What follows belongs to an exercise in optimizing a design on an open flow for small area and a short achievable clock period; a production flow would make more cautious choices. Only simulation tests tie the RTL to the original design; equivalence was not proved.

==> amber: inputs <==
Design ohs_boost_l2, start of the top module:
module ohs_boost_l2 #(
  parameter data_width = 32,
  parameter data_decimal = 22
)(
  input aclk,
  input resetn,
  input ce,
  input signed [data_width-1:0] kL,
  input signed [data_width-1:0] kRL,
  input signed [data_width-1:0] kC,
  input signed [data_width-1:0] kR,
  input signed [data_width-1:0] vdc,
  input S1_pwm,
  output wire signed [data_width-1:0] iL,
  output wire signed [data_width-1:0] vL,
  output wire signed [data_width-1:0] iC,
  output wire signed [data_width-1:0] vC,
  output wire signed [data_width-1:0] iLoad
);
Settings: LEC_CHECK=0, ABC_AREA=1, CAP_MARGIN=20, CORE_MARGIN=2, CORE_UTILIZATION=40, SLEW_MARGIN=20, SYNTH_HIERARCHICAL=1, SYNTH_MINIMUM_KEEP_SIZE=0; clock period 34.0 ns.
standard.sh (not shown) runs the stock make flow with config.mk's settings and CLKGATE_MAP_FILE= SYNTH_SCRIPT=/design/flow/synth_recipe.tcl, a recipe that flattens the netlist after the stock synthesis.
==> flow/flow/run.sh <==
#!/bin/bash
set -euo pipefail
MARGIN=9
bash standard.sh synth > synth.log 2>&1
bash standard.sh SETUP_SLACK_MARGIN=$MARGIN "BUFFER_PORTS_ARGS=-buffer_cell sky130_fd_sc_hd__buf_2" finish > layout.log 2>&1
==> onyx (differences from amber) <==
==> flow/flow/run.sh (replaced) <==
#!/bin/bash
set -euo pipefail
MARGIN=10
bash standard.sh synth > synth.log 2>&1
bash standard.sh SETUP_SLACK_MARGIN=$MARGIN "BUFFER_PORTS_ARGS=-buffer_cell sky130_fd_sc_hd__buf_2" finish > layout.log 2>&1
CORE_UTILIZATION = 55   (was 40)
CTS_CLUSTER_DIAMETER = 40   (was not set)
CTS_CLUSTER_SIZE = 10   (was not set)
==> qor summary <==
Status: amber complete, no violations; onyx complete, no violations
Grt met2 use: amber 50.5%; onyx 66.7%
Via-to-Cell Ratio: amber 6.72; onyx 7.12
Number of buffers inserted by post-CTS setup repair: amber 50; onyx 151
Sum of met3 wire segment lengths after detailed routing: amber 64,600 µm; onyx 62,700 µm
DP Cell Count: amber 12,041; onyx 11,246
Global-route wire length before repair: amber 587,000 µm; onyx 567,000 µm
Vias in the first global route: amber 86,020; onyx 85,215
Worst setup slack after layout: amber 8.97 ns; onyx 9.15 ns
Fraction of layout instances using a drive strength above 1: amber 15.3%; onyx 17.7%
Finished Cell Area: amber 97,500 µm²; onyx 99,200 µm²
WP data arrival: amber 18.23 ns; onyx 18.05 ns
WP depth: amber 50; onyx 51
Cell repeated most along the worst path: amber sky130_fd_sc_hd__fa_1; onyx sky130_fd_sc_hd__nand2_4
Number of DRC markers in iteration 0: amber 12,290; onyx 11,297
Count of inserted tapcells: amber 2,871; onyx 2,072
Maximum frequency from static timing analysis: amber 39.9 MHz; onyx 40.2 MHz
Transition time at the pin with the least slew margin: amber 1.32 ns; onyx 1.20 ns
Antenna violations before repair: amber 35; onyx 16
Largest stage delay on the critical path: amber 0.57 ns; onyx 0.65 ns
Capturing element of the worst setup path: amber iLoad[29]; onyx iLoad[27]
Skew final: amber 0.0255 ns; onyx 0.0285 ns
Total via count in the routed design: amber 82,318; onyx 82,337
Area of the die: amber 224,000 µm²; onyx 164,000 µm²

---

==> trial 92 <==
Another version of the RTL of ohs_boost_l2 (not shown whole).
export LEC_CHECK = 0
export ABC_AREA = 1
export CAP_MARGIN = 20
export CORE_MARGIN = 2
export CORE_UTILIZATION = 40
export SLEW_MARGIN = 20
export SYNTH_HIERARCHICAL = 1
export SYNTH_MINIMUM_KEEP_SIZE = 0
create_clock -name core_clock -period 34.0 [get_ports {aclk}]
==> flow/flow/run.sh <==
#!/bin/bash
set -euo pipefail
MARGIN=9
bash standard.sh synth > synth.log 2>&1
bash standard.sh SETUP_SLACK_MARGIN=$MARGIN finish > layout.log 2>&1
==> trial 57: changes against trial 92 <==
==> flow/run.sh (new file) <==
#!/bin/bash
# synth_recipe.tcl (not shown) runs the flow's synth.tcl, then flattens the netlist and writes it again
# the make line also repeats each setting of config.mk as NAME=value (left out here)
make -C /OpenROAD-flow-scripts/flow DESIGN_CONFIG=/design/flow/config.mk WORK_HOME=/design/flow/orfs CLKGATE_MAP_FILE= SYNTH_SCRIPT=/design/flow/synth_recipe.tcl finish
removed: flow/flow/run.sh
removed: flow/standard.sh
==> summary.txt <==
In sequential cell count, trial 57 and trial 92 do not differ. Of trial 57 and trial 92, trial 57 has the higher critical path depth (gap 5). First-iteration DRC count: trial 92 is higher than trial 57 (8.9%). Between trial 92 and trial 57, the lower cell count is in trial 57 (gap about 2.2%, measured against trial 57). In area after synthesis, trial 57 and trial 92 do not differ. Of trial 92 and trial 57, trial 92 has the higher global-route usage (gap 1.5 points). In trial 57 the cell area is lower than in trial 92, by 6.3%.
==> figures <==
item	trial 92	trial 57
CP Data Arrival Time	18.36 ns	21.45 ns
Min setup slack post-route	8.84 ns	5.75 ns
Met2 track demand over resource in global routing	53.1%	51.6%
Starting DRT DRC Count	12.3k	11.3k
Sequential share of cell area	3.14%	3.36%
Via-to-Cell Ratio	6.50	6.44
Final non-filler cell total	13.4k	13.1k
Insertion delay to the later sink of the worst-skew pair	0.54 ns	0.53 ns
Run status	timing/DRC/antenna clean	timing/DRC/antenna clean
Wire per inst	31.5 um	30.6 um
Buffers inserted by post-CTS timing repair	164	0
Initial antenna violation count	15	12
Total stage count of the critical path	43	48
Share of the clock period used by the worst path after layout	74.0%	83.1%
Largest fanout of any net on the critical path	11	36

---

==> inputs of run D <==
ohs_boost_l2, a different RTL version from the one above (not shown whole).
Settings: LEC_CHECK=0, ABC_AREA=1, CAP_MARGIN=10, CORE_MARGIN=2, CORE_UTILIZATION=55, SLEW_MARGIN=10, SYNTH_HIERARCHICAL=1, SYNTH_MINIMUM_KEEP_SIZE=0, TNS_END_PERCENT=10; clock period 34.0 ns.
==> flow/flow/run.sh <==
#!/bin/bash
set -euo pipefail
MARGIN=9
bash standard.sh synth > synth.log 2>&1
bash standard.sh SETUP_SLACK_MARGIN=$MARGIN "BUFFER_PORTS_ARGS=-buffer_cell sky130_fd_sc_hd__buf_1" finish > layout.log 2>&1
==> run Y: changes against run D <==
==> flow/flow/run.sh (replaced) <==
#!/bin/bash
set -euo pipefail
MARGIN=9
bash standard.sh synth > synth.log 2>&1
bash standard.sh SETUP_SLACK_MARGIN=$MARGIN finish > layout.log 2>&1
--- a/flow/config.mk
+++ b/flow/config.mk
@@ -8,8 +8,7 @@
 export ABC_AREA = 1
-export CAP_MARGIN = 10
+export CAP_MARGIN = 20
 export CORE_MARGIN = 2
-export CORE_UTILIZATION = 55
-export SLEW_MARGIN = 10
+export CORE_UTILIZATION = 40
+export SLEW_MARGIN = 20
 export SYNTH_HIERARCHICAL = 1
 export SYNTH_MINIMUM_KEEP_SIZE = 0
-export TNS_END_PERCENT = 10
==> summary.txt <==
Critical path:
- Measured in cells, the most critical reg-to-reg path has a length of 56.
- The reg-to-reg startpoint is iC_r[21].

Run status:
- The flow ran to the end and the layout has no timing, DRC or antenna violations.

Cells and area:
- Measured on the finished design, the core utilization comes to 46.5%.
- The fraction of area in clock buffers and inverters is 0.630%.

Clocking:
- The clock-pin slew of the registers on the worst-case setup and hold paths is 0.08 ns.
the above is filed under run Y

==> summary.txt <==
Critical path:
- The reg-to-reg startpoint is iC_r[5].
- Counting cells, the worst reg-to-reg path comes to 57.

Clocking:
- The tree is rooted in a sky130_fd_sc_hd__clkbuf_16.

Synthesis:
- The share of the Yosys chip area taken by registers is 3.65%.

Cells and area:
- In the final layout, clock buffers and inverters account for 0.609% of the cell area.

Run status:
- The run finished with no timing, DRC or antenna violations.
the above is filed under run D


---

==> build 30 <==
Starting RTL as in the previous note.
## ohs_boost_l2
module ohs_boost_l2 #(
  parameter data_width = 32,
  parameter data_decimal = 22
)(
  input aclk,
  input resetn,
  input ce,
  input signed [data_width-1:0] kL,
  input signed [data_width-1:0] kRL,
  input signed [data_width-1:0] kC,
  input signed [data_width-1:0] kR,
  input signed [data_width-1:0] vdc,
  input S1_pwm,
  output wire signed [data_width-1:0] iL,
  output wire signed [data_width-1:0] vL,
  output wire signed [data_width-1:0] iC,
  output wire signed [data_width-1:0] vC,
  output wire signed [data_width-1:0] iLoad
);
==> flow/config.mk <==
export PLATFORM = sky130hd
export DESIGN_NAME = ohs_boost_l2
export DESIGN_NICKNAME = ohs_boost_l2
export VERILOG_FILES = /design/flow/design.v
export SDC_FILE = /design/flow/constraint.sdc
export NUM_CORES = 4
export LEC_CHECK = 0
export ABC_AREA = 1
export CAP_MARGIN = 20
export CORE_MARGIN = 2
export CORE_UTILIZATION = 65
export CTS_CLUSTER_DIAMETER = 40
export CTS_CLUSTER_SIZE = 10
export SLEW_MARGIN = 20
export SYNTH_HIERARCHICAL = 1
export SYNTH_MINIMUM_KEEP_SIZE = 0
==> flow/constraint.sdc <==
create_clock -name core_clock -period 34.0 [get_ports {aclk}]
set_input_delay 6.8000 -clock core_clock [delete_from_list [all_inputs] [get_ports {aclk}]]
set_output_delay 6.8000 -clock core_clock [all_outputs]
set_load 0.01 [all_outputs]
==> flow/flow/run.sh <==
#!/bin/bash
set -euo pipefail
MARGIN=9
bash standard.sh synth > synth.log 2>&1
bash standard.sh SETUP_SLACK_MARGIN=$MARGIN "BUFFER_PORTS_ARGS=-buffer_cell sky130_fd_sc_hd__buf_2" finish > layout.log 2>&1
==> inputs of trial 77, as changes to build 30 <==
--- a/flow/config.mk
+++ b/flow/config.mk
@@ -8,9 +8,8 @@
 export ABC_AREA = 1
 export CAP_MARGIN = 20
 export CORE_MARGIN = 2
-export CORE_UTILIZATION = 65
-export CTS_CLUSTER_DIAMETER = 40
-export CTS_CLUSTER_SIZE = 10
+export CORE_UTILIZATION = 55
 export SLEW_MARGIN = 20
 export SYNTH_HIERARCHICAL = 1
 export SYNTH_MINIMUM_KEEP_SIZE = 0
+export TNS_END_PERCENT = 10
==> inputs of trial 62, as changes to build 30 <==
==> flow/config.mk (replaced) <==
export PLATFORM = sky130hd
export DESIGN_NAME = ohs_boost_l2
export DESIGN_NICKNAME = ohs_boost_l2
export VERILOG_FILES = /design/flow/design.v
export SDC_FILE = /design/flow/constraint.sdc
export NUM_CORES = 4
export LEC_CHECK = 0
export ABC_AREA = 1
export CAP_MARGIN = 10
export CORE_MARGIN = 2
export CORE_UTILIZATION = 60
export SLEW_MARGIN = 10
export SYNTH_HIERARCHICAL = 1
export SYNTH_MINIMUM_KEEP_SIZE = 0
export TNS_END_PERCENT = 10
==> summary.txt <==
item	trial 77	build 30	trial 62
Result of the run	timing/DRC/antenna clean	timing/DRC/antenna clean	timing/DRC/antenna clean
DP Wirelength	245,000 µm	235,000 µm	239,000 µm
Total area of multi-input combinational cells	79,000 µm²	79,300 µm²	79,200 µm²
Actual transition at the worst max-transition pin	1.23 ns	1.11 ns	1.18 ns
Fin worst setup slack	9.02 ns	9.15 ns	9.08 ns
Initial core utilization	0.554	0.656	0.604
GR Layer Usage met1	0.593	0.646	0.626
Routed metal-1 wirelength	133,000 µm	121,000 µm	129,000 µm
Number of global-route vias before repair	82,600	84,000	82,500
Clock insertion delay at the later pin of the skew report	0.53 ns	0.54 ns	0.53 ns
Normalized max-slew margin	0.174	0.252	0.211
Die footprint	163,000 µm²	138,000 µm²	149,000 µm²
Met2 track utilization from global routing	0.661	0.736	0.700
Detail Route met2 WL	159,000 µm	149,000 µm	155,000 µm
Clock buffer and inverter area fraction after layout	0.00656	0.00676	0.00663
Post-detailed-route wirelength per cell	34.2 µm	33.8 µm	34.0 µm
Violation count after the first detailed-routing iteration	11,300	12,800	11,900

afterwards: timing with drivers on the ports:
Ports are ideal in the flow. The routed layouts listed here were re-timed in OpenROAD.
Step 1 assumes that a clkbuf_16 drives the clock port and a buf_2 every other input.
Step 2 times the ports against the registers' clock, not the clock port: input delays grow and output delays shrink by t, the midpoint of the rising clock arrivals with the driver on.
Three values: no drivers, after step 1, after step 2; two values: the first two.
run	t (ns)	slack for setup (ns)	hold WS [ns]
amber	0.577	8.969 / 8.928 / 8.928	0.515 / 0.515 / 0.515
onyx	0.614	9.155 / 9.133 / 9.133	0.519 / 0.519 / 0.519
trial 92	0.591	8.842 / 8.804 / 8.804	0.513 / 0.513 / 0.513
trial 57	0.587	5.747 / 5.715 / 5.715	0.512 / 0.512 / 0.512
run D	0.594	9.169 / 9.144 / 9.144	0.523 / 0.523 / 0.523
run Y	0.605	8.959 / 8.936 / 8.936	0.514 / 0.514 / 0.514
build 30	0.583	9.149 / 9.125 / 9.125	0.527 / 0.527 / 0.527
trial 77	0.576	9.020 / 8.998 / 8.998	0.530 / 0.530 / 0.530
trial 62	0.574	9.081 / 9.060 / 9.060	0.526 / 0.526 / 0.526
After both steps every run listed still meets setup and hold. For amber, which loses most, drivers alone change the setup slack by -0.041 ns; drivers and shift together by -0.041 ns.
